This is an optimization exercise on Yosys and OpenROAD, whose aim is small area and a short achievable clock period, not a production implementation.
No run shown here included a check of the RTL's function; only the layout flow was run.

[design/flow/design.v]
`timescale 1ns / 1ps
module lab4_2( 
              input wire      mode,
              input wire[2:0] opCode,
              input wire[3:0] value,
              input clk,
              input reset,
              output reg[9:0] result,
              output reg cacheFull,
              output reg invalidOp,
              output reg overflow);
	reg [9:0] p1;
	reg [4:1] p1_one;
	reg [4:0] p1_two;
	reg [4:0] p1_nodd;
	wire [11:0] re = {1'b0, result, 1'b0};
	wire [4:1] r_one;
	wire [4:0] r_two;
	genvar d;
	generate
		for (d = 0; d < 5; d = d + 1) begin : enc
			if (d > 0) assign r_one[d] = re[2*d+1] ^ re[2*d];
			assign r_two[d] = (re[2*d+2] & ~re[2*d+1] & ~re[2*d]) | (~re[2*d+2] & re[2*d+1] & re[2*d]);
		end
	endgenerate
	reg [5:0] j;
	reg       w;
	reg [5:0] size;
	reg [3:0] offset;
	reg [2:0] ops  [0:31];
	reg [3:0] vals [0:31];
	reg [2:0] op;
	reg [3:0] v;
	reg       is_setr;	 
	wire in_ok   = ~(opCode[1] & opCode[0]);
	wire load_ok = ~mode & in_ok & ~size[5];
	wire [31:0] wen;
	l42_wen wdec (.ld(load_ok), .sz(size[4:0]), .en(wen));
	genvar e;
	generate
		for (e = 0; e < 32; e = e + 1) begin : wr
			always @(posedge clk) begin
				if (wen[e]) begin
					ops[e]  <= opCode;
					vals[e] <= value;
				end
			end
		end
	endgenerate
	wire is_add2 = ~op[2] & op[0];
	wire is_fma  = ~op[2] & op[1];
	wire [11:0] sadd = {2'b00, result} + (is_add2 ? {2'b00, p1} : 12'd0) + {8'd0, v};
	wire [10:0] fp, fc;
	l42_mac mac (.a(result), .b(p1), .nb(p1_nodd), .e_one(p1_one), .e_two(p1_two), .v(v), .p(fp), .c(fc));
	reg big;
	integer m;
	always @(*) begin
		big = 1'b0;
		for (m = 1; m < 10; m = m + 1)
			big = big | ((|(result >> m)) & (|(p1 >> (10 - m))));
	end
	wire [2:0] pc_lo, pc_hi;
	l42_pc5 pcl (.x(result[4:0]), .n(pc_lo));
	l42_pc5 pch (.x(result[9:5]), .n(pc_hi));
	wire [3:0] popc = pc_lo + pc_hi;
	wire [9:0] brev = {result[0], result[1], result[2], result[3], result[4],
	                   result[5], result[6], result[7], result[8], result[9]};
	wire       fsel = mode & is_fma;
	wire [9:0] oth_res = (mode & ~is_setr) ? (op[2] ? (op[0] ? brev : {6'd0, popc}) : sadd[9:0]) : result;
	wire       oth_ovf = mode & (is_setr ? overflow : (~op[2] & (sadd[11] | sadd[10])));
	wire [9:0] res_d;
	wire       ovf_d;
	l42_fin fin (.sel(fsel), .p(fp), .c(fc), .big(big), .o_res(oth_res), .o_ovf(oth_ovf), .res(res_d), .ovf(ovf_d));
	wire [3:0] off_new = is_setr ? v : offset;
	wire [5:0] i_new = w ? {2'b00, off_new} : j;
	wire       off_lt = size[5] | ({1'b0, off_new} < size[4:0]);
	wire       j_lt   = size[5] | (j[4:0] < size[4:0]);
	wire       f_valid = w ? off_lt : j_lt;
	wire [223:0] flat;
	generate
		for (e = 0; e < 32; e = e + 1) begin : rd
			assign flat[7*e +: 7] = {ops[e], vals[e]};
		end
	endgenerate
	wire [6:0] rdq;
	l42_rd rdm (.m(flat), .idx(i_new[4:0]), .q(rdq));
	wire [2:0] f_op = f_valid ? rdq[6:4] : 3'b000;
	wire [3:0] f_v  = f_valid ? rdq[3:0] : 4'b0000;
	wire [5:0] j_new = i_new + 6'd1;
	wire [5:0] s_dec = size - 6'd1;
	wire       w_new = w ? ({2'b00, off_new} == s_dec) : (j == s_dec);
	wire [5:0] s_inc = size + 6'd1;
	always @(posedge clk or posedge reset) begin
		if (reset) begin
			result <= 10'd0; overflow <= 1'b0;
		end else begin
			result <= res_d;
			overflow <= ovf_d;
		end
	end
	always @(posedge clk or posedge reset) begin
		if (reset) begin
			p1 <= 10'd0; p1_one <= 4'd0; p1_two <= 5'd0; p1_nodd <= 5'h1f; j <= 6'd1; w <= 1'b0; size <= 6'd0; offset <= 4'd0;
			cacheFull <= 1'b0; invalidOp <= 1'b0;
			op <= 3'b000; v <= 4'b0000; is_setr <= 1'b0;
		end else if (~mode) begin
			invalidOp <= ~in_ok;
			if (in_ok) begin
				if (size[5]) cacheFull <= 1'b1;
				else begin
					size <= s_inc;
					w <= (j == s_inc);
				end
			end
			if (load_ok && j[4:0] == s_inc[4:0]) begin
				op <= opCode;
				v <= value;
				is_setr <= opCode[2] & opCode[1];
			end
		end else begin
			invalidOp <= 1'b0;
			offset <= off_new;
			j <= j_new;
			w <= w_new;
			op <= f_op;
			v <= f_v;
			is_setr <= f_op[2] & f_op[1];
			if (!is_setr) begin
				p1 <= result;
				p1_one <= r_one;
				p1_two <= r_two;
				p1_nodd <= ~{result[9], result[7], result[5], result[3], result[1]};
			end
		end
	end
endmodule
module l42_wen(input wire ld, input wire [4:0] sz, output wire [31:0] en);
	wire [3:0] grp = 4'd1 << sz[4:3];
	wire [7:0] low = 8'd1 << sz[2:0];
	wire [3:0] lg;
	l42_and4 ga (.a(grp), .b(ld), .y(lg));
	l42_and32 gb (.a({{8{lg[3]}}, {8{lg[2]}}, {8{lg[1]}}, {8{lg[0]}}}), .b({4{low}}), .y(en));
endmodule
module l42_and4(input wire [3:0] a, input wire b, output wire [3:0] y);
	assign y = a & {4{b}};
endmodule
module l42_and32(input wire [31:0] a, input wire [31:0] b, output wire [31:0] y);
	assign y = a & b;
endmodule
module l42_rd(input wire [223:0] m, input wire [4:0] idx, output wire [6:0] q);
	genvar b, g;
	generate
		for (b = 0; b < 7; b = b + 1) begin : rb
			wire [7:0] l1;
			wire [1:0] l2;
			for (g = 0; g < 8; g = g + 1) begin : grp
				l42_m4 m1 (.d({m[7*(4*g+3)+b], m[7*(4*g+2)+b], m[7*(4*g+1)+b], m[7*(4*g)+b]}),
				           .s(idx[1:0]), .y(l1[g]));
			end
			l42_m4 m2a (.d(l1[3:0]), .s(idx[3:2]), .y(l2[0]));
			l42_m4 m2b (.d(l1[7:4]), .s(idx[3:2]), .y(l2[1]));
			assign q[b] = idx[4] ? l2[1] : l2[0];
		end
	endgenerate
endmodule
module l42_m4(input wire [3:0] d, input wire [1:0] s, output wire y);
	assign y = d[s];
endmodule
module l42_fin(input wire sel, input wire [10:0] p, input wire [10:0] c, input wire big,
               input wire [9:0] o_res, input wire o_ovf,
               output wire [9:0] res, output wire ovf);
	wire [10:0] a0, a1;
	assign a0[9:0] = sel ? p[9:0] : o_res;
	assign a1[9:0] = sel ? ~p[9:0] : o_res;
	assign a0[10] = sel ? (big | p[10]) : o_ovf;
	assign a1[10] = sel ? (big | ~p[10]) : o_ovf;
	wire [10:0] y;
	l42_cmux cm (.c(c), .a0(a0), .a1(a1), .y(y));
	assign res = y[9:0];
	assign ovf = y[10];
endmodule
module l42_cmux(input wire [10:0] c, input wire [10:0] a0, input wire [10:0] a1, output wire [10:0] y);
	assign y = (c & a1) | (~c & a0);
endmodule
module l42_pc5(input wire [4:0] x, output reg [2:0] n);
	always @(*) begin
		case (x)
			5'd0: n = 3'd0;
			5'd1, 5'd2, 5'd4, 5'd8, 5'd16: n = 3'd1;
			5'd3, 5'd5, 5'd6, 5'd9, 5'd10, 5'd12, 5'd17, 5'd18, 5'd20, 5'd24: n = 3'd2;
			5'd7, 5'd11, 5'd13, 5'd14, 5'd19, 5'd21, 5'd22, 5'd25, 5'd26, 5'd28: n = 3'd3;
			5'd31: n = 3'd5;
			default: n = 3'd4;
		endcase
	end
endmodule
module l42_mac(input wire [9:0] a, input wire [9:0] b, input wire [4:0] nb, input wire [4:1] e_one,
               input wire [4:0] e_two, input wire [3:0] v, output wire [10:0] p, output wire [10:0] c);
	wire [10:0] aa = {1'b0, a};
	wire pp0_0;
	l42_pp upp0_0 (.one(b[0]), .two(e_two[0]), .negn(nb[0]), .x1(aa[0]), .x0(1'b0), .y(pp0_0));
	wire pp0_1;
	l42_pp upp0_1 (.one(b[0]), .two(e_two[0]), .negn(nb[0]), .x1(aa[1]), .x0(aa[0]), .y(pp0_1));
	wire pp0_2;
	l42_pp upp0_2 (.one(b[0]), .two(e_two[0]), .negn(nb[0]), .x1(aa[2]), .x0(aa[1]), .y(pp0_2));
	wire pp0_3;
	l42_pp upp0_3 (.one(b[0]), .two(e_two[0]), .negn(nb[0]), .x1(aa[3]), .x0(aa[2]), .y(pp0_3));
	wire pp0_4;
	l42_pp upp0_4 (.one(b[0]), .two(e_two[0]), .negn(nb[0]), .x1(aa[4]), .x0(aa[3]), .y(pp0_4));
	wire pp0_5;
	l42_pp upp0_5 (.one(b[0]), .two(e_two[0]), .negn(nb[0]), .x1(aa[5]), .x0(aa[4]), .y(pp0_5));
	wire pp0_6;
	l42_pp upp0_6 (.one(b[0]), .two(e_two[0]), .negn(nb[0]), .x1(aa[6]), .x0(aa[5]), .y(pp0_6));
	wire pp0_7;
	l42_pp upp0_7 (.one(b[0]), .two(e_two[0]), .negn(nb[0]), .x1(aa[7]), .x0(aa[6]), .y(pp0_7));
	wire pp0_8;
	l42_pp upp0_8 (.one(b[0]), .two(e_two[0]), .negn(nb[0]), .x1(aa[8]), .x0(aa[7]), .y(pp0_8));
	wire pp0_9;
	l42_pp upp0_9 (.one(b[0]), .two(e_two[0]), .negn(nb[0]), .x1(aa[9]), .x0(aa[8]), .y(pp0_9));
	wire pp0_10;
	l42_pp upp0_10 (.one(b[0]), .two(e_two[0]), .negn(nb[0]), .x1(aa[10]), .x0(aa[9]), .y(pp0_10));
	wire pp1_2;
	l42_pp upp1_2 (.one(e_one[1]), .two(e_two[1]), .negn(nb[1]), .x1(aa[0]), .x0(1'b0), .y(pp1_2));
	wire pp1_3;
	l42_pp upp1_3 (.one(e_one[1]), .two(e_two[1]), .negn(nb[1]), .x1(aa[1]), .x0(aa[0]), .y(pp1_3));
	wire pp1_4;
	l42_pp upp1_4 (.one(e_one[1]), .two(e_two[1]), .negn(nb[1]), .x1(aa[2]), .x0(aa[1]), .y(pp1_4));
	wire pp1_5;
	l42_pp upp1_5 (.one(e_one[1]), .two(e_two[1]), .negn(nb[1]), .x1(aa[3]), .x0(aa[2]), .y(pp1_5));
	wire pp1_6;
	l42_pp upp1_6 (.one(e_one[1]), .two(e_two[1]), .negn(nb[1]), .x1(aa[4]), .x0(aa[3]), .y(pp1_6));
	wire pp1_7;
	l42_pp upp1_7 (.one(e_one[1]), .two(e_two[1]), .negn(nb[1]), .x1(aa[5]), .x0(aa[4]), .y(pp1_7));
	wire pp1_8;
	l42_pp upp1_8 (.one(e_one[1]), .two(e_two[1]), .negn(nb[1]), .x1(aa[6]), .x0(aa[5]), .y(pp1_8));
	wire pp1_9;
	l42_pp upp1_9 (.one(e_one[1]), .two(e_two[1]), .negn(nb[1]), .x1(aa[7]), .x0(aa[6]), .y(pp1_9));
	wire pp1_10;
	l42_pp upp1_10 (.one(e_one[1]), .two(e_two[1]), .negn(nb[1]), .x1(aa[8]), .x0(aa[7]), .y(pp1_10));
	wire pp2_4;
	l42_pp upp2_4 (.one(e_one[2]), .two(e_two[2]), .negn(nb[2]), .x1(aa[0]), .x0(1'b0), .y(pp2_4));
	wire pp2_5;
	l42_pp upp2_5 (.one(e_one[2]), .two(e_two[2]), .negn(nb[2]), .x1(aa[1]), .x0(aa[0]), .y(pp2_5));
	wire pp2_6;
	l42_pp upp2_6 (.one(e_one[2]), .two(e_two[2]), .negn(nb[2]), .x1(aa[2]), .x0(aa[1]), .y(pp2_6));
	wire pp2_7;
	l42_pp upp2_7 (.one(e_one[2]), .two(e_two[2]), .negn(nb[2]), .x1(aa[3]), .x0(aa[2]), .y(pp2_7));
	wire pp2_8;
	l42_pp upp2_8 (.one(e_one[2]), .two(e_two[2]), .negn(nb[2]), .x1(aa[4]), .x0(aa[3]), .y(pp2_8));
	wire pp2_9;
	l42_pp upp2_9 (.one(e_one[2]), .two(e_two[2]), .negn(nb[2]), .x1(aa[5]), .x0(aa[4]), .y(pp2_9));
	wire pp2_10;
	l42_pp upp2_10 (.one(e_one[2]), .two(e_two[2]), .negn(nb[2]), .x1(aa[6]), .x0(aa[5]), .y(pp2_10));
	wire pp3_6;
	l42_pp upp3_6 (.one(e_one[3]), .two(e_two[3]), .negn(nb[3]), .x1(aa[0]), .x0(1'b0), .y(pp3_6));
	wire pp3_7;
	l42_pp upp3_7 (.one(e_one[3]), .two(e_two[3]), .negn(nb[3]), .x1(aa[1]), .x0(aa[0]), .y(pp3_7));
	wire pp3_8;
	l42_pp upp3_8 (.one(e_one[3]), .two(e_two[3]), .negn(nb[3]), .x1(aa[2]), .x0(aa[1]), .y(pp3_8));
	wire pp3_9;
	l42_pp upp3_9 (.one(e_one[3]), .two(e_two[3]), .negn(nb[3]), .x1(aa[3]), .x0(aa[2]), .y(pp3_9));
	wire pp3_10;
	l42_pp upp3_10 (.one(e_one[3]), .two(e_two[3]), .negn(nb[3]), .x1(aa[4]), .x0(aa[3]), .y(pp3_10));
	wire pp4_8;
	l42_pp upp4_8 (.one(e_one[4]), .two(e_two[4]), .negn(nb[4]), .x1(aa[0]), .x0(1'b0), .y(pp4_8));
	wire pp4_9;
	l42_pp upp4_9 (.one(e_one[4]), .two(e_two[4]), .negn(nb[4]), .x1(aa[1]), .x0(aa[0]), .y(pp4_9));
	wire pp4_10;
	l42_pp upp4_10 (.one(e_one[4]), .two(e_two[4]), .negn(nb[4]), .x1(aa[2]), .x0(aa[1]), .y(pp4_10));
	wire pp5_10 = b[9] & aa[0];
	wire s0 = pp0_6 ^ pp1_6;
	wire c0 = pp0_6 & pp1_6;
	wire s1 = pp0_7 ^ pp1_7;
	wire c1 = pp0_7 & pp1_7;
	wire s2 = pp0_8 ^ pp1_8 ^ pp2_8;
	wire c2 = (pp0_8 & pp1_8) | (pp0_8 & pp2_8) | (pp1_8 & pp2_8);
	wire s3 = pp3_8 ^ pp4_8;
	wire c3 = pp3_8 & pp4_8;
	wire s4 = pp0_9 ^ pp1_9 ^ pp2_9;
	wire c4 = (pp0_9 & pp1_9) | (pp0_9 & pp2_9) | (pp1_9 & pp2_9);
	wire s5 = pp3_9 ^ pp4_9;
	wire c5 = pp3_9 & pp4_9;
	wire s6 = pp0_10 ^ pp1_10 ^ pp2_10;
	wire c6 = (pp0_10 & pp1_10) | (pp0_10 & pp2_10) | (pp1_10 & pp2_10);
	wire s7 = pp3_10 ^ pp4_10 ^ pp5_10;
	wire c7 = (pp3_10 & pp4_10) | (pp3_10 & pp5_10) | (pp4_10 & pp5_10);
	wire s8 = pp0_2 ^ pp1_2;
	wire c8 = pp0_2 & pp1_2;
	wire s9 = pp0_3 ^ pp1_3;
	wire c9 = pp0_3 & pp1_3;
	wire s10 = pp0_4 ^ pp1_4 ^ pp2_4;
	wire c10 = (pp0_4 & pp1_4) | (pp0_4 & pp2_4) | (pp1_4 & pp2_4);
	wire s11 = pp0_5 ^ pp1_5;
	wire c11 = pp0_5 & pp1_5;
	wire s12 = s0 ^ pp2_6 ^ pp3_6;
	wire c12 = (s0 & pp2_6) | (s0 & pp3_6) | (pp2_6 & pp3_6);
	wire s13 = s1 ^ pp2_7 ^ pp3_7;
	wire c13 = (s1 & pp2_7) | (s1 & pp3_7) | (pp2_7 & pp3_7);
	wire s14 = s2 ^ s3 ^ ~nb[4];
	wire c14 = (s2 & s3) | (s2 & ~nb[4]) | (s3 & ~nb[4]);
	wire s15 = s4 ^ s5 ^ c2;
	wire c15 = (s4 & s5) | (s4 & c2) | (s5 & c2);
	wire s16 = s6 ^ s7 ^ c4;
	wire c16 = (s6 & s7) | (s6 & c4) | (s7 & c4);
	wire s17 = pp0_0 ^ ~nb[0];
	wire c17 = pp0_0 & ~nb[0];
	wire s18 = pp0_1 ^ v[1];
	wire c18 = pp0_1 & v[1];
	wire s19 = s8 ^ ~nb[1] ^ v[2];
	wire c19 = (s8 & ~nb[1]) | (s8 & v[2]) | (~nb[1] & v[2]);
	wire s20 = s9 ^ v[3] ^ c8;
	wire c20 = (s9 & v[3]) | (s9 & c8) | (v[3] & c8);
	wire s21 = s10 ^ ~nb[2] ^ c9;
	wire c21 = (s10 & ~nb[2]) | (s10 & c9) | (~nb[2] & c9);
	wire s22 = s11 ^ pp2_5 ^ c10;
	wire c22 = (s11 & pp2_5) | (s11 & c10) | (pp2_5 & c10);
	wire s23 = s12 ^ ~nb[3] ^ c11;
	wire c23 = (s12 & ~nb[3]) | (s12 & c11) | (~nb[3] & c11);
	wire s24 = s13 ^ c0 ^ c12;
	wire c24 = (s13 & c0) | (s13 & c12) | (c0 & c12);
	wire s25 = s14 ^ c1 ^ c13;
	wire c25 = (s14 & c1) | (s14 & c13) | (c1 & c13);
	wire s26 = s15 ^ c3 ^ c14;
	wire c26 = (s15 & c3) | (s15 & c14) | (c3 & c14);
	wire s27 = s16 ^ c5 ^ c15;
	wire c27 = (s16 & c5) | (s16 & c15) | (c5 & c15);
	wire [10:0] x = {s27, s26, s25, s24, s23, s22, s21, s20, s19, s18, s17};
	wire [10:0] y = {c26, c25, c24, c23, c22, c21, c20, c19, c18, c17, v[0]};
	l42_add11 add (.x(x), .y(y), .p(p), .c(c));
endmodule
module l42_add11(input wire [10:0] x, input wire [10:0] y, output wire [10:0] p, output wire [10:0] c);
	wire [10:0] g0 = x & y;
	wire [10:0] p0 = x ^ y;
	wire g1_1 = g0[1] | (p0[1] & g0[0]);
	wire p1_1 = p0[1] & p0[0];
	wire g1_3 = g0[3] | (p0[3] & g0[2]);
	wire p1_3 = p0[3] & p0[2];
	wire g1_5 = g0[5] | (p0[5] & g0[4]);
	wire p1_5 = p0[5] & p0[4];
	wire g1_7 = g0[7] | (p0[7] & g0[6]);
	wire p1_7 = p0[7] & p0[6];
	wire g1_9 = g0[9] | (p0[9] & g0[8]);
	wire p1_9 = p0[9] & p0[8];
	wire g2_2 = g0[2] | (p0[2] & g1_1);
	wire p2_2 = p0[2] & p1_1;
	wire g2_3 = g1_3 | (p1_3 & g1_1);
	wire p2_3 = p1_3 & p1_1;
	wire g2_6 = g0[6] | (p0[6] & g1_5);
	wire p2_6 = p0[6] & p1_5;
	wire g2_7 = g1_7 | (p1_7 & g1_5);
	wire p2_7 = p1_7 & p1_5;
	wire g2_10 = g0[10] | (p0[10] & g1_9);
	wire p2_10 = p0[10] & p1_9;
	wire g3_4 = g0[4] | (p0[4] & g2_3);
	wire p3_4 = p0[4] & p2_3;
	wire g3_5 = g1_5 | (p1_5 & g2_3);
	wire p3_5 = p1_5 & p2_3;
	wire g3_6 = g2_6 | (p2_6 & g2_3);
	wire p3_6 = p2_6 & p2_3;
	wire g3_7 = g2_7 | (p2_7 & g2_3);
	wire p3_7 = p2_7 & p2_3;
	wire g4_8 = g0[8] | (p0[8] & g3_7);
	wire p4_8 = p0[8] & p3_7;
	wire g4_9 = g1_9 | (p1_9 & g3_7);
	wire p4_9 = p1_9 & p3_7;
	wire g4_10 = g2_10 | (p2_10 & g3_7);
	wire p4_10 = p2_10 & p3_7;
	assign p = p0;
	assign c[0] = 1'b0;
	assign c[1] = g0[0];
	assign c[2] = g1_1;
	assign c[3] = g2_2;
	assign c[4] = g2_3;
	assign c[5] = g3_4;
	assign c[6] = g3_5;
	assign c[7] = g3_6;
	assign c[8] = g3_7;
	assign c[9] = g4_8;
	assign c[10] = g4_9;
endmodule
module l42_pp(input wire one, input wire two, input wire negn, input wire x1, input wire x0, output wire y);
	assign y = ~(((one & x1) | (two & x0)) ^ negn);
endmodule
[design/flow/run.sh]
#!/bin/bash
# synth_recipe.tcl (not shown) runs the flow's synth.tcl, then flattens the netlist and writes it again
# the make line also repeats each setting of config.mk as NAME=value (left out here)
make -C /OpenROAD-flow-scripts/flow DESIGN_CONFIG=/design/flow/config.mk WORK_HOME=/design/flow/orfs CLKGATE_MAP_FILE= SYNTH_SCRIPT=/design/flow/synth_recipe.tcl finish
[design/flow/config.mk]
export PLATFORM = sky130hd
export DESIGN_NAME = lab4_2
export DESIGN_NICKNAME = lab4_2
export VERILOG_FILES = /design/flow/design.v
export SDC_FILE = /design/flow/constraint.sdc
export NUM_CORES = 4
export LEC_CHECK = 0
export CAP_MARGIN = 20
export CORE_MARGIN = 2
export CORE_UTILIZATION = 50
export CTS_BUF_LIST = sky130_fd_sc_hd__clkbuf_16
export CTS_CLUSTER_DIAMETER = 100
export CTS_CLUSTER_SIZE = 22
export SETUP_SLACK_MARGIN = 4.5
export SLEW_MARGIN = 20
export SYNTH_HIERARCHICAL = 1
export SYNTH_MINIMUM_KEEP_SIZE = 0
[design/flow/constraint.sdc]
create_clock -name core_clock -period 8.0 [get_ports {clk}]
set_input_delay 1.6000 -clock core_clock [delete_from_list [all_inputs] [get_ports {clk}]]
set_output_delay 1.6000 -clock core_clock [all_outputs]
set_load 0.01 [all_outputs]
==> flow_summary_export.csv, run 1 <==
group,metric,value,unit
synthesis,synthesis.area,15500,µm²
route,routed_wl,37800,µm
cells_and_area,diodes,0,
synthesis,syn_area_per_cell,13.9,µm²
placement,routabilityCongestion,0.814,
placement,place_hpwl,24400,µm
route,drt-initial-drc-count,909,
critical_path,rrSetupSlack,4330,ps
route,wl_per_cell,24.0,µm
synthesis,synth_common_cells,"224 x edfxtp_1, 83 x nand2_1, 74 x inv_1, 70 x mux4_2, 61 x ha_1",
floorplanning,pin_count,23,
critical_path,worstReg2RegEnd,"overflow",
floorplanning,fp.dieW,180,µm
route,vias,9478,
synthesis,yosysMostFrequentCell,"edfxtp_1",
route,drc_errors,0,
clocking,clockBufferDepth,3,
timing,timing.fmax,272,MHz
timing,slew_headroom,25.0,%
critical_path,critical_path_required,8400,ps
global_route,antenna_found_initial,0,
timing,finalMaxSlewViolations,0,
run_status,status,"finished clean",
critical_path,worstRegToRegCells,12,
critical_path,crit_type,"register to register",
floorplanning,core-area,30500,µm²
clocking,cts_tree,"done",
route,via_per_inst,6.01,
global_route,grt_pass1_vias,9529,
global_route,grt_overflow,0,
synthesis,synth_top_cell_area_share,43.5,%
clocking,cts-buffers-inserted,18,
global_route,track_usage,23.4,%
floorplanning,die_area,32300,µm²
timing,setup_violations,0,
timing,fin_ws,4330,ps
synthesis,synth_edf_count,224,
synthesis,synth_flop_cell,"edfxtp_1",
floorplanning,start_util,50.6,%
cells_and_area,drive_gt1_share,24.4,%
cells_and_area,layout-area-overhead-vs-synth,11.6,%
placement,io_buffers,22,
timing,skew,18.2,ps
worst_hold_path,whs_path_depth,2,
critical_path,crit_arrival,4080,ps
job,maxCapViolations,0,
critical_path,critPathLaunchType,"register",
clocking,cts-htree-levels,1,
synthesis,async_reset_ff_share,21.7,%
critical_path,end_kind,"register",
synthesis,ys_warn_count,10,
worst_hold_path,holdPathEnd,"j[0]",
route,antenna_left,0,
timing,hold_viol_final,0,
route,first_pass_iters,5,
synthesis,yosysUniqueCellTypes,73,
synthesis,ys_ff_latch,286,
worst_hold_path,min_path_type,"register to register",
synthesis,ys_seq_area_share,53.6,%
clocking,cts.sinks,286,
critical_path,timing.rr.start,"result[5]",
synthesis,yosysTopAreaCell,"edfxtp_1",
synthesis,ys_top_cells_by_area,"edfxtp_1 44%, mux4_2 10%, dfrtp_1 9.1%, ha_1 4.9%, a22oi_2 2.8%",
timing,fin_crit,3670,ps
clocking,insertion_delay,510,ps
cells_and_area,final_nets,1267,
timing,period_share,45.9,%
timing,tightest_slew,1120,ps
clocking,path_clk_slew,90,ps
global_route,grt_max_degree,63,
placement,pre_cts_slack,3700,ps
worst_hold_path,min_from,"j[0]",
clocking,root_buffer,"clkbuf_16",
synthesis,synth_cells,1114,
floorplanning,die_y,180,µm
floorplanning,row_count,64,
global_route,grt_pass1_wl,58200,µm
timing,tns,0,ps
timing,rsz0062_at_grt,"yes",
clocking,postCtsHoldBufs,0,
critical_path,crit_fanout,4,
-- per-stage QoR --
| step | cells | hold slack [ps] | instance area (µm²) | utilization (%) |
|---|---|---|---|---|
| detailed placement | 1513 | 514 | 16100 | 52.9 |
| CTS | 1575 | 526 | 17100 | 55.9 |
| global placement | 1513 | 484 | 16100 | 52.8 |
| global route | 1577 | 556 | 17200 | 56.5 |
| finish | 1577 | 525 | 17200 | 56.5 |
| floorplan | 1119 | 455 | 15500 | - |
-- critical path, cell delays in order (launching register included) --
cell	delay [ps]
dfrtp_4	530
buf_4	180
a22oi_2	160
xor2_1	230
fa_1	440
inv_1	90
fa_1	430
fa_1	550
inv_1	60
ha_4	280
nor2_1	70
nor3_4	230
mux2_4	320
-- Yosys stat by module, one instance, submodules excluded, excerpt --
module	flops+latches	times used	cells inside
l42_add11	0	1	49
l42_pp	0	35	2
l42_mac	0	1	63
lab4_2	286	1	703
l42_fin	0	1	46
l42_m4	0	70	1
l42_wen	0	1	12
l42_rd	0	1	8
-- how the worst max path moves through the flow --
stage              start        end
4_1_cts            p1[0]   overflow
3_5_place_dp        mode  result[0]
6_report       result[5]   overflow
2_1_floorplan    is_setr      op[2]
3_3_place_gp        mode  result[0]
5_1_grt        result[5]   overflow
-- placed cells by master, fill, tap and decap left out, types with 35 or more instances in the layout --
master,Yosys,layout
ha_1,61,54
nor2_1,37,36
edfxtp_1,224,224
xor2_1,46,45
a22oi_2,35,35
a21oi_1,45,38
and2_1,48,39
dfrtp_1,56,37
buf_4,12,49
inv_1,74,72
mux4_2,70,70
nand2_1,83,83
-- registers in the layout, indices dropped and copies added (netlist names), 3 cells and up --
| name | count |
|---|---|
| result | 10 |
| p1_two | 5 |
| size | 6 |
| v | 4 |
| p1_one | 4 |
| p1 | 10 |
| offset | 4 |
| p1_nodd | 5 |
| ops | 96 |
| op | 3 |
| j | 6 |
| vals | 128 |
-- area by class of cell --
class | instances | area, µm²
flip-flops and latches | 286 | 8340
repair buffers | 77 | 686
multi-input cells | 717 | 6910
clock buffers | 19 | 475
clock inverters | 7 | 60.1
inverters | 75 | 282
fillers | 2467 | 13300
well taps | 396 | 495
-- metal layers --
layer | vias up | global-route usage (%) | routed length (µm)
li1 | 4295 | - | -
met1 | 4855 | 31.8 | 16200
met2 | 264 | 40.8 | 19000
met3 | 64 | 2.39 | 1550
met4 | 0 | 5.82 | 1130
met5 | - | 0 | 0
-- kinds of logic (layout without fill, tap and decap cells) --
family	count (synthesis)	count (layout)	synth area share (%)
AO/OA/AOI/OAI	196	196	9.48
XOR/XNOR	69	69	4.00
adder cells (fa/ha/maj)	82	82	7.66
buffers and inverters	116	178	3.47
flip-flops	286	286	53.6
multiplexers	103	103	13.0
other	2	7	0.0486
AND/OR/NAND/NOR	260	260	8.67
-- what timing repair did --
item | CTS | global route
resized for setup | 43 | 31
setup buffers | 36 | 1
setup endpoints to repair | 248 | 235
cloned | 0 | 1
pin swaps | 12 | 9
==> run 2, diff against run 1 <==
--- a/design/flow/config.mk
+++ b/design/flow/config.mk
@@ -13,3 +13,3 @@
 export CTS_CLUSTER_SIZE = 22
-export SETUP_SLACK_MARGIN = 4.5
+export SETUP_SLACK_MARGIN = 4.65
 export SLEW_MARGIN = 20
==> run 2 against run 1 <==
Effect of this change:
- largest cell class unchanged
- critical path depth is 1 higher
- still clean on timing, DRC and antenna
- fmax increased by 1.2%
- cell count increased by 0.76%
==> flow_summary_export.csv, run 2 <==
group,metric,value,unit
critical_path,timing.rr.start,"p1[0]",
synthesis,synth_top_cell_area_share,43.5,%
placement,placed_cells,1509,
synthesis,yosysUniqueCellTypes,73,
timing,fin_ws,4370,ps
synthesis,ys_top_cells_by_area,"edfxtp_1 44%, mux4_2 10%, dfrtp_1 9.1%, ha_1 4.9%, a22oi_2 2.8%",
floorplanning,start_util,50.6,%
clocking,cts_tree,"done",
cells_and_area,layout-area-overhead-vs-synth,13.6,%
floorplanning,die_area,32300,µm²
cells_and_area,final_cell_mix,"224 x edfxtp_1, 82 x nand2_1, 70 x mux4_2",
timing,tightest_slew,1030,ps
critical_path,cp-endpoint,"result[9]",
cells_and_area,regMostFlops,"vals",
placement,routabilityCongestion,0.820,
synthesis,synth_flop_cell,"edfxtp_1",
cells_and_area,stdcell_area,17500,µm²
clocking,postCtsHoldBufs,0,
synthesis,synth_edf_count,224,
route,wl_per_cell,23.8,µm
route,routed_wl,37800,µm
floorplanning,core-area,30500,µm²
timing,finalMaxSlewViolations,0,
critical_path,crit_arrival,4030,ps
critical_path,rrSetupSlack,4370,ps
cells_and_area,layout.cells.most_common,"edfxtp_1",
clocking,path_clk_slew,100,ps
timing,tns,0,ps
synthesis,yosysMostFrequentCell,"edfxtp_1",
critical_path,crit_type,"register to register",
route,antenna_left,0,
critical_path,worstReg2RegEnd,"result[9]",
synthesis,synthesis.area,15500,µm²
run_status,status,"finished clean",
placement,place_hpwl,23900,µm
floorplanning,row_count,64,
global_route,grt_pass1_wl,57400,µm
cells_and_area,drive_gt1_share,28.5,%
timing,skew,15.4,ps
critical_path,end_kind,"register",
clocking,cts-buffers-inserted,18,
global_route,grt_max_degree,63,
synthesis,syn_area_per_cell,13.9,µm²
job,maxCapViolations,0,
global_route,track_usage,23.0,%
route,via_per_inst,6.03,
timing,timing.fmax,276,MHz
synthesis,synth_common_cells,"224 x edfxtp_1, 83 x nand2_1, 74 x inv_1, 70 x mux4_2, 61 x ha_1",
clocking,cts-htree-levels,1,
cells_and_area,largest_reg_flops,128,
timing,rsz0062_at_grt,"yes",
synthesis,yosysTopAreaCell,"edfxtp_1",
cells_and_area,diodes,0,
route,drt-initial-drc-count,753,
cells_and_area,final_nets,1279,
timing,fin_crit,3630,ps
clocking,insertion_delay,510,ps
floorplanning,pin_count,23,
timing,period_share,45.3,%
worst_hold_path,min_path_type,"register to register",
global_route,antenna_found_initial,0,
clocking,cts.sinks,286,
route,first_pass_iters,5,
clocking,clockBufferDepth,3,
route,drc_errors,0,
critical_path,crit_start,"p1[0]",
timing,slew_headroom,31.0,%
global_route,grt_pass1_vias,9517,
synthesis,ys_ff_latch,286,
critical_path,critical_path_required,8400,ps
floorplanning,fp.dieW,180,µm
synthesis,ys_warn_count,10,
cells_and_area,layoutNonFillerInstCount,1589,
route,vias,9582,
placement,io_buffers,22,
placement,pre_cts_slack,3240,ps
critical_path,worstRegToRegCells,13,
cells_and_area,fillers,2457,
global_route,grt_overflow,0,
clocking,root_buffer,"clkbuf_16",
floorplanning,die_y,180,µm
placement,place_area,16100,µm²
timing,hold_viol_final,0,
critical_path,critPathLaunchType,"register",
timing,setup_violations,0,
cells_and_area,top_regs,"vals (128), ops (96)",
critical_path,crit_fanout,6,
synthesis,synth_cells,1114,
synthesis,ys_seq_area_share,53.6,%
synthesis,async_reset_ff_share,21.7,%
[run 2: cell counts after synthesis]
Identical to the previous run, type by type.
[run 2: metal layers]
layer / vias to the layer above / share of wire (%) / GRT usage (%) / wire length (µm)
li1: 4321 / - / - / -
met1: 4910 / 41 / 30.6 / 15600
met2: 282 / 51 / 39.8 / 19200
met3: 69 / 4.6 / 2.49 / 1740
met4: 0 / 3.6 / 6.99 / 1340
met5: - / 0 / 0 / 0
[run 2: worst min path at each step]
stage | startpoint | end | slack, ps | depth (start not counted)
floorplan | p1[5] | p1[5] | 460 | 2
finish | cacheFull | cacheFull | 470 | 1
CTS | cacheFull | cacheFull | 470 | 1
global route | cacheFull | cacheFull | 530 | 1
detailed placement | cacheFull | cacheFull | 450 | 1
global placement | offset[0] | offset[0] | 490 | 2
[run 2: area by class of cell]
class / count / area (µm²) / share of cell area [%]
Clock buffer: 19 / 475 / 2.71
Clock inverter: 7 / 57.6 / 0.328
Inverter: 75 / 282 / 1.60
Multi-Input combinational cell: 717 / 7010 / 40.0
Sequential cell: 286 / 8350 / 47.6
Tap cell: 396 / 495 / 2.82
Timing Repair Buffer: 89 / 877 / 5.00
[run 2: critical path, stage by stage (launching register included)]
cell,delay (ps)
dfrtp_4,560
a22oi_2,200
xor2_1,160
ha_1,250
inv_1,70
fa_1,430
fa_1,530
inv_2,50
ha_4,210
and2_4,170
a221oi_4,280
o21ai_2,110
a21o_1,200
mux2_4,300
[run 2: through the flow]
| step | hold slack, ps | util (%) |
|---|---|---|
| 2_1_floorplan | 455 | - |
| 3_3_place_gp | 490 | 52.8 |
| 3_5_place_dp | 455 | 52.7 |
| 4_1_cts | 473 | 56.6 |
| 5_1_grt | 528 | 57.5 |
| 6_report | 473 | 57.5 |
[run 2: cells by family after synthesis]
group / share of synthesized area (%)
buffers and inverters: 3.47
other: 0.0486
adders and majority gates: 7.66
and+or+nand+nor: 8.67
AOI/OAI and AO/OA: 9.48
xor gates and xnor gates: 4.00
muxes: 13.0
DFF: 53.6
[run 2: what timing repair did]
item                       4_1_cts  5_1_grt
gates cloned                     0        2
pin swaps                       29       32
resized for setup               98       36
setup buffers                   45        6
setup endpoints to repair      280      176
[run 2: per-module statistics from Yosys, one instance, submodules excluded]
module,cells inside,times used,flops+latches,area (µm²)
l42_add11,49,1,0,374
l42_and32,32,1,0,200
l42_and4,4,1,0,25.0
l42_cmux,11,1,0,165
l42_fin,46,1,0,243
l42_m4,1,70,0,22.5
l42_mac,63,1,0,608
l42_pc5,23,2,0,185
l42_pp,2,35,0,21.3
l42_rd,8,1,0,116
l42_wen,12,1,0,87.6
lab4_2,703,1,286,10900

[afterwards: timing with drivers on the ports]
The flow's constraints put no driver on any port. The routed layouts listed below were extracted and timed again, unchanged, in two steps.
Step 1, drivers: a clkbuf_16 drives clk and a buf_2 each remaining input, both assumed.
Step 2 adds t to the input delays and takes it off the output delays; t is the mean of the earliest and latest rising clock arrival at the registers after step 1. Input paths then give back, and output paths get back, about the clock's delay inside the block.
a / b / c = no drivers / after step 1 / after step 2; a / b = the first two.
run | t, ns | setup slack, ns | worst setup path at the end | pins driven straight from the clock port
run 1 | 0.547 | 4.327 / 4.327 / 4.076 | input to register | 1
run 2 | 0.550 | 4.372 / 4.372 / 4.265 | input to register | 1
After both steps every run listed still meets setup and hold. For run 1, which loses most, drivers alone change the setup slack by 0.000 ns; drivers and shift together by -0.251 ns.
